This design comes from an exercise in tuning for a short achievable clock period and few clock cycles on the open sky130 flow, not from production work. In this exercise RTL edits were held to simulation tests only and were not proved equivalent to the original. Power is estimated from default activity; no workload was simulated.

==> inputs of wip/xenon <==
==> flow/design.v <==
`timescale 1ns / 10ps
module cpu(clock, reset, imem_addr, imem_rdata, dmem_addr, dmem_we, dmem_wdata, dmem_rdata);
	input clock;
	input reset;
	output[11:0] imem_addr;
	input[15:0] imem_rdata;
	output[10:0] dmem_addr;
	output dmem_we;
	output[15:0] dmem_wdata;
	input[15:0] dmem_rdata;
	reg [10:0] pc;           
	reg        s2_hold;      
	reg        s2_add, s2_sub, s2_and, s2_or, s2_not, s2_shl, s2_shr;
	reg        s2_ld, s2_st, s2_br;
	reg [1:0]  s2_cond;
	reg [2:0]  s2_rd;        
	reg        s2_bf;        
	reg        s2_fsd;       
	reg [15:0] s2_a, s2_b, s2_sd;
	reg [5:0]  s2_imm;
	reg        s3_ld, s3_st;
	reg [7:1]  s3_ao;        
	reg [7:1]  s3_lo;        
	reg        s3_isum, s3_idiff, s3_ioth;  
	reg [15:0] s3_sum, s3_diff, s3_oth, s3_sd;
	reg [15:0] rf [1:7];
	wire [15:0] inst = imem_rdata;
	wire [3:0] op  = inst[15:12];
	wire [2:0] f_rd  = inst[11:9];
	wire [2:0] f_rs1 = inst[8:6];
	wire [2:0] f_rs2 = inst[5:3];
	wire rr     = (op >= 4'd1) && (op <= 4'd8);       
	wire d_addi = op == 4'd9;
	wire d_ld   = op == 4'd10;
	wire d_st   = op == 4'd11;
	wire d_br   = op == 4'd12;
	wire d_inv  = (op == 4'd0) || (op >= 4'd13) || (d_br && (f_rd[2] || (f_rd[1] && f_rd[0])))
		|| (rr && (inst[2:0] != 3'b0));
	wire d_wr   = rr || d_addi || d_ld;             
	wire use1   = (op >= 4'd1) && (op <= 4'd11);    
	wire use2   = rr && (op != 4'd5);               
	wire [15:0] imm = {{10{inst[5]}}, inst[5:0]};
	wire s2_wr = s2_rd != 3'd0;
	wire hit1 = s2_wr && f_rs1 == s2_rd;
	wire hit2 = s2_wr && f_rs2 == s2_rd;
	wire hit3 = s2_wr && f_rd  == s2_rd;
	wire stall = (hit1 && (use1 || (d_br && s2_ld))) || (hit2 && use2);
	wire [15:0] s3_res = ({16{s3_isum}} & s3_sum) | ({16{s3_idiff}} & s3_diff) |
	                     ({16{s3_ioth}} & s3_oth);
	wire [15:0] wb = s3_ld ? dmem_rdata : s3_res;
	assign dmem_addr  = s3_sum[10:0];
	assign dmem_we    = s3_st;
	assign dmem_wdata = s3_sd;
	assign imem_addr  = {pc, 1'b0};
	wire [15:0] sum  = s2_a + s2_b;
	wire [15:0] diff = s2_a - s2_b;
	wire        big  = |s2_b[15:4];
	wire [15:0] shl  = big ? 16'd0 : (s2_a << s2_b[3:0]);
	wire [15:0] shr  = big ? 16'd0 : (s2_a >> s2_b[3:0]);
	wire [15:0] oth =
		({16{s2_and}} & (s2_a & s2_b)) |
		({16{s2_or}}  & (s2_a | s2_b)) |
		({16{s2_not}} & ~s2_a) |
		({16{s2_shl}} & shl) |
		({16{s2_shr}} & shr);
	wire z_a    = s2_a == 16'd0;
	wire z_sum  = s3_sum == 16'd0;
	wire z_diff = s3_diff == 16'd0;
	wire z_oth  = s3_oth == 16'd0;
	wire a_zero = s2_bf ? ((s3_isum & z_sum) | (s3_idiff & z_diff) | (s3_ioth & z_oth)) : z_a;
	wire a_neg  = s2_bf ? s3_res[15] : s2_a[15];
	wire taken = s2_br && (s2_cond == 2'd0 ? a_zero :
	                       s2_cond == 2'd1 ? (~a_neg & ~a_zero) :
	                                         (a_neg | a_zero));
	reg [10:0] pc_inc;
	integer k;
	always @* begin
		pc_inc[0] = ~pc[0];
		for (k = 1; k < 11; k = k + 1)
			pc_inc[k] = pc[k] ^ (&(pc | ~((11'd1 << k) - 11'd1)));
	end
	wire [10:0] pc_br  = pc + {{5{s2_imm[5]}}, s2_imm};
	wire [10:0] pc_next = taken ? pc_br : (stall || s2_hold) ? pc : pc_inc;
	wire [15:0] rv [0:7];
	assign rv[0] = 16'd0;
	genvar g;
	generate for (g = 1; g < 8; g = g + 1) begin : rvg
		assign rv[g] = s3_ao[g] ? s3_res : rf[g];
	end endgenerate
	wire [7:0] lo = {s3_lo, 1'b0};
	wire [15:0] v1 = lo[f_rs1] ? dmem_rdata : rv[f_rs1];
	wire [15:0] v2 = lo[f_rs2] ? dmem_rdata : rv[f_rs2];
	wire [15:0] v3 = lo[f_rd]  ? dmem_rdata : rv[f_rd];
	always @(posedge clock) begin
		if (reset) begin
			pc <= 11'd0;
			s2_hold <= 1'b1;
			s2_add <= 1'b0; s2_sub <= 1'b0; s2_and <= 1'b0; s2_or <= 1'b0;
			s2_not <= 1'b0; s2_shl <= 1'b0; s2_shr <= 1'b0;
			s2_ld <= 1'b0; s2_st <= 1'b0; s2_br <= 1'b0;
			s2_rd <= 3'd0; s2_bf <= 1'b0; s2_fsd <= 1'b0;
			s3_ld <= 1'b0; s3_st <= 1'b0; s3_ao <= 7'd0; s3_lo <= 7'd0;
			s3_isum <= 1'b0; s3_idiff <= 1'b0; s3_ioth <= 1'b0;
		end else begin
			pc <= pc_next;
			if (stall) begin
				s2_hold <= 1'b0;
				s2_add <= 1'b0; s2_sub <= 1'b0; s2_and <= 1'b0; s2_or <= 1'b0;
				s2_not <= 1'b0; s2_shl <= 1'b0; s2_shr <= 1'b0;
				s2_ld <= 1'b0; s2_st <= 1'b0; s2_br <= 1'b0;
				s2_rd <= 3'd0; s2_bf <= 1'b0; s2_fsd <= 1'b0;
			end else begin
				s2_hold <= d_inv;
				s2_add <= op == 4'd1 || d_addi || d_ld || d_st;
				s2_sub <= op == 4'd2;
				s2_and <= op == 4'd3;
				s2_or  <= op == 4'd4;
				s2_not <= op == 4'd5;
				s2_shl <= op == 4'd6;
				s2_shr <= op == 4'd7 || op == 4'd8;
				s2_ld  <= d_ld;
				s2_st  <= d_st;
				s2_br  <= d_br && !d_inv;
				s2_rd  <= d_wr ? f_rd : 3'd0;
				s2_bf  <= hit1;
				s2_fsd <= hit3;
			end
			s3_ld <= s2_ld;
			s3_st <= s2_st;
			s3_ao <= s2_ld ? 7'd0 : (8'd1 << s2_rd) >> 1;
			s3_lo <= s2_ld ? (8'd1 << s2_rd) >> 1 : 7'd0;
			s3_isum  <= s2_add;
			s3_idiff <= s2_sub;
			s3_ioth  <= ~s2_add & ~s2_sub;
			for (k = 1; k < 8; k = k + 1)
				if (s3_ao[k] || s3_lo[k])
					rf[k] <= wb;
		end
		s2_cond <= inst[10:9];
		s2_imm  <= inst[5:0];
		s2_a  <= v1;
		s2_b  <= rr ? v2 : imm;
		s2_sd <= v3;
		s3_sum  <= sum;
		s3_diff <= diff;
		s3_oth  <= oth;
		s3_sd   <= s2_fsd ? wb : s2_sd;
	end
endmodule
==> flow/run.sh <==
#!/bin/bash
# synth_recipe.tcl (not shown) runs the flow's synth.tcl, then flattens the netlist and writes it again
# the make line also repeats each setting of config.mk as NAME=value (left out here)
make -C /OpenROAD-flow-scripts/flow DESIGN_CONFIG=/design/flow/config.mk WORK_HOME=/design/flow/orfs CLKGATE_MAP_FILE= SYNTH_SCRIPT=/design/flow/synth_recipe.tcl finish
==> flow/config.mk <==
export PLATFORM = sky130hd
export DESIGN_NAME = cpu
export DESIGN_NICKNAME = cpu
export VERILOG_FILES = /design/flow/design.v
export SDC_FILE = /design/flow/constraint.sdc
export NUM_CORES = 4
export LEC_CHECK = 0
export ABC_CLOCK_PERIOD_IN_PS = 2000
export CAP_MARGIN = 20
export CORE_MARGIN = 2
export CORE_UTILIZATION = 40
export SETUP_SLACK_MARGIN = 4
export SLEW_MARGIN = 20
==> flow/constraint.sdc <==
create_clock -name core_clock -period 6.0 [get_ports {clock}]
set_input_delay 1.2000 -clock core_clock [delete_from_list [all_inputs] [get_ports {clock}]]
set_output_delay 1.2000 -clock core_clock [all_outputs]
set_load 0.01 [all_outputs]
==> wip/juniper (differences from wip/xenon) <==
==> flow/design.v, changed modules only <==
module cpu(clock, reset, imem_addr, imem_rdata, dmem_addr, dmem_we, dmem_wdata, dmem_rdata);
	input clock;
	input reset;
	output[11:0] imem_addr;
	input[15:0] imem_rdata;
	output[10:0] dmem_addr;
	output dmem_we;
	output[15:0] dmem_wdata;
	input[15:0] dmem_rdata;
	reg [10:0] pc;           
	reg        s2_hold;      
	reg        s2_add, s2_sub, s2_and, s2_or, s2_not, s2_shl, s2_shr;
	reg        s2_ld, s2_st, s2_br;
	reg [1:0]  s2_cond;
	reg [2:0]  s2_rd;        
	reg        s2_fwd;       
	reg [15:0] s2_a, s2_b, s2_sd;
	reg [5:0]  s2_imm;
	reg        s3_ld, s3_st;
	reg [2:0]  s3_rd;        
	reg        s3_w;         
	reg [15:0] s3_res, s3_sd;
	reg [15:0] rf [1:7];
	wire [15:0] inst = imem_rdata;
	wire [3:0] op  = inst[15:12];
	wire [2:0] f_rd  = inst[11:9];
	wire [2:0] f_rs1 = inst[8:6];
	wire [2:0] f_rs2 = inst[5:3];
	wire rr     = (op >= 4'd1) && (op <= 4'd8);       
	wire d_addi = op == 4'd9;
	wire d_ld   = op == 4'd10;
	wire d_st   = op == 4'd11;
	wire d_br   = op == 4'd12;
	wire d_inv  = (op == 4'd0) || (op >= 4'd13) || (d_br && (f_rd[2] || (f_rd[1] && f_rd[0])))
		|| (rr && (inst[2:0] != 3'b0));
	wire d_wr   = rr || d_addi || d_ld;             
	wire use1   = (op >= 4'd1) && (op <= 4'd12);
	wire use2   = rr && (op != 4'd5);
	wire use3   = d_st;
	wire [15:0] imm = {{10{inst[5]}}, inst[5:0]};
	wire s2_ldw = s2_ld && (s2_rd != 3'd0);
	wire stall = s2_ldw && ((use1 && f_rs1 == s2_rd) || (use2 && f_rs2 == s2_rd) || (use3 && f_rd == s2_rd));
	wire [15:0] sum  = s2_a + s2_b;
	wire [15:0] diff = s2_a - s2_b;
	wire        big  = |s2_b[15:4];
	wire [15:0] shl  = big ? 16'd0 : (s2_a << s2_b[3:0]);
	wire [15:0] shr  = big ? 16'd0 : (s2_a >> s2_b[3:0]);
	wire [15:0] oth =
		({16{s2_and}} & (s2_a & s2_b)) |
		({16{s2_or}}  & (s2_a | s2_b)) |
		({16{s2_not}} & ~s2_a) |
		({16{s2_shl}} & shl) |
		({16{s2_shr}} & shr);
	wire [15:0] alu = ({16{s2_add}} & sum) | ({16{s2_sub}} & diff) | oth;
	wire a_zero = s2_a == 16'd0;
	wire taken = s2_br && (s2_cond == 2'd0 ? a_zero :
	                       s2_cond == 2'd1 ? (~s2_a[15] & ~a_zero) :
	                                         (s2_a[15] | a_zero));
	reg [10:0] pc_inc;
	integer k;
	always @* begin
		pc_inc[0] = ~pc[0];
		for (k = 1; k < 11; k = k + 1)
			pc_inc[k] = pc[k] ^ (&(pc | ~((11'd1 << k) - 11'd1)));
	end
	wire [10:0] pc_br  = pc + {{5{s2_imm[5]}}, s2_imm};
	wire [10:0] pc_next = (stall || s2_hold) ? pc : (taken ? pc_br : pc_inc);
	wire [15:0] wb = s3_ld ? dmem_rdata : s3_res;
	assign dmem_addr  = s3_res[10:0];
	assign dmem_we    = s3_st;
	assign dmem_wdata = s3_sd;
	assign imem_addr  = {pc, 1'b0};
	wire [15:0] rf_r1 = f_rs1 == 3'd0 ? 16'd0 : rf[f_rs1];
	wire [15:0] rf_r2 = f_rs2 == 3'd0 ? 16'd0 : rf[f_rs2];
	wire [15:0] rf_r3 = f_rd  == 3'd0 ? 16'd0 : rf[f_rd];
	wire h2_1 = s2_fwd && f_rs1 == s2_rd;
	wire h2_2 = s2_fwd && f_rs2 == s2_rd && rr;
	wire h2_3 = s2_fwd && f_rd  == s2_rd;
	wire h3_1 = s3_w && f_rs1 == s3_rd;
	wire h3_2 = s3_w && f_rs2 == s3_rd && rr;
	wire h3_3 = s3_w && f_rd  == s3_rd;
	wire s2_oth = ~s2_add & ~s2_sub;
	wire [15:0] v1 =
		({16{h2_1 & s2_add}} & sum) |
		({16{h2_1 & s2_sub}} & diff) |
		({16{h2_1 & s2_oth}} & oth) |
		({16{~h2_1 & h3_1}} & wb) |
		({16{~h2_1 & ~h3_1}} & rf_r1);
	wire [15:0] v2 =
		({16{h2_2 & s2_add}} & sum) |
		({16{h2_2 & s2_sub}} & diff) |
		({16{h2_2 & s2_oth}} & oth) |
		({16{~h2_2 & h3_2}} & wb) |
		({16{~h2_2 & ~h3_2 & rr}} & rf_r2) |
		({16{~rr}} & imm);
	wire [15:0] v3 =
		({16{h2_3 & s2_add}} & sum) |
		({16{h2_3 & s2_sub}} & diff) |
		({16{h2_3 & s2_oth}} & oth) |
		({16{~h2_3 & h3_3}} & wb) |
		({16{~h2_3 & ~h3_3}} & rf_r3);
	always @(posedge clock) begin
		if (reset) begin
			pc <= 11'd0;
			s2_hold <= 1'b1;
			s2_add <= 1'b0; s2_sub <= 1'b0; s2_and <= 1'b0; s2_or <= 1'b0;
			s2_not <= 1'b0; s2_shl <= 1'b0; s2_shr <= 1'b0;
			s2_ld <= 1'b0; s2_st <= 1'b0; s2_br <= 1'b0;
			s2_rd <= 3'd0; s2_fwd <= 1'b0;
			s3_ld <= 1'b0; s3_st <= 1'b0; s3_rd <= 3'd0; s3_w <= 1'b0;
		end else begin
			pc <= pc_next;
			if (stall) begin
				s2_hold <= 1'b0;
				s2_add <= 1'b0; s2_sub <= 1'b0; s2_and <= 1'b0; s2_or <= 1'b0;
				s2_not <= 1'b0; s2_shl <= 1'b0; s2_shr <= 1'b0;
				s2_ld <= 1'b0; s2_st <= 1'b0; s2_br <= 1'b0;
				s2_rd <= 3'd0; s2_fwd <= 1'b0;
			end else begin
				s2_hold <= d_inv;
				s2_add <= op == 4'd1 || d_addi || d_ld || d_st;
				s2_sub <= op == 4'd2;
				s2_and <= op == 4'd3;
				s2_or  <= op == 4'd4;
				s2_not <= op == 4'd5;
				s2_shl <= op == 4'd6;
				s2_shr <= op == 4'd7 || op == 4'd8;
				s2_ld  <= d_ld;
				s2_st  <= d_st;
				s2_br  <= d_br;
				s2_rd  <= d_wr ? f_rd : 3'd0;
				s2_fwd <= d_wr && !d_ld && f_rd != 3'd0;
			end
			s3_ld <= s2_ld;
			s3_st <= s2_st;
			s3_rd <= s2_rd;
			s3_w  <= s2_rd != 3'd0;
			if (s3_w)
				rf[s3_rd] <= wb;
		end
		s2_cond <= inst[10:9];
		s2_imm  <= inst[5:0];
		s2_a  <= v1;
		s2_b  <= v2;
		s2_sd <= v3;
		s3_res <= alu;
		s3_sd  <= s2_sd;
	end
endmodule
==> summary.txt <==
Between wip/juniper and wip/xenon, the lower synthesized area is in wip/juniper (gap about 9%, measured against wip/xenon).
In wip/juniper the final area is lower than in wip/xenon, by about 9%.
wip/xenon produced a clean layout. wip/juniper produced a clean layout.
In wip/juniper the sequential share of layout area is lower than in wip/xenon, by 1.2 points.
Between wip/xenon and wip/juniper, the lower via count is in wip/juniper (gap about 18%, measured against wip/juniper).
Between wip/xenon and wip/juniper, the lower clock power is in wip/juniper (gap about 28%, measured against wip/juniper).
Worst setup slack: wip/xenon is better than wip/juniper (0.084 ns).
In wip/juniper the core utilization is higher than in wip/xenon, by 0.23 points.
Clock skew: wip/xenon is lower than wip/juniper (0.011 ns).
Of wip/juniper and wip/xenon, wip/xenon has the higher die area (gap 9.2%, measured against wip/xenon).
Testbench counts of wip/xenon, summed over its fixed seeds: cycles 64,218.
Testbench counts of wip/juniper, summed over its fixed seeds: cycles 60,430.

separate check: timing with driven ports:
The results above use ideal ports. As a check the final layouts listed here were re-extracted and re-timed, cells and wires unchanged. Step 1: set_driving_cell puts a clkbuf_16 on clock and a buf_2 on each other input, an assumption about the parent block. Step 2 moves the port delays by t, midway between the first and last clock arrival at a register: inputs arrive t later, outputs are due t later. That takes back most of the time a late clock gives input paths. Three values: no drivers, after step 1, after step 2; two values: the first two.
run	t, ns	setup WS [ns]	worst data-port slew with drivers (ns)	pins driven straight from the clock port
wip/xenon	0.651	3.393 / 3.402 / 2.751	0.06	1
wip/juniper	0.588	3.308 / 3.308 / 2.800	0.18	1
After both steps every run listed still meets setup and hold. The setup slack of wip/xenon, which loses most, moves by +0.009 ns with the drivers and by -0.642 ns with both steps.
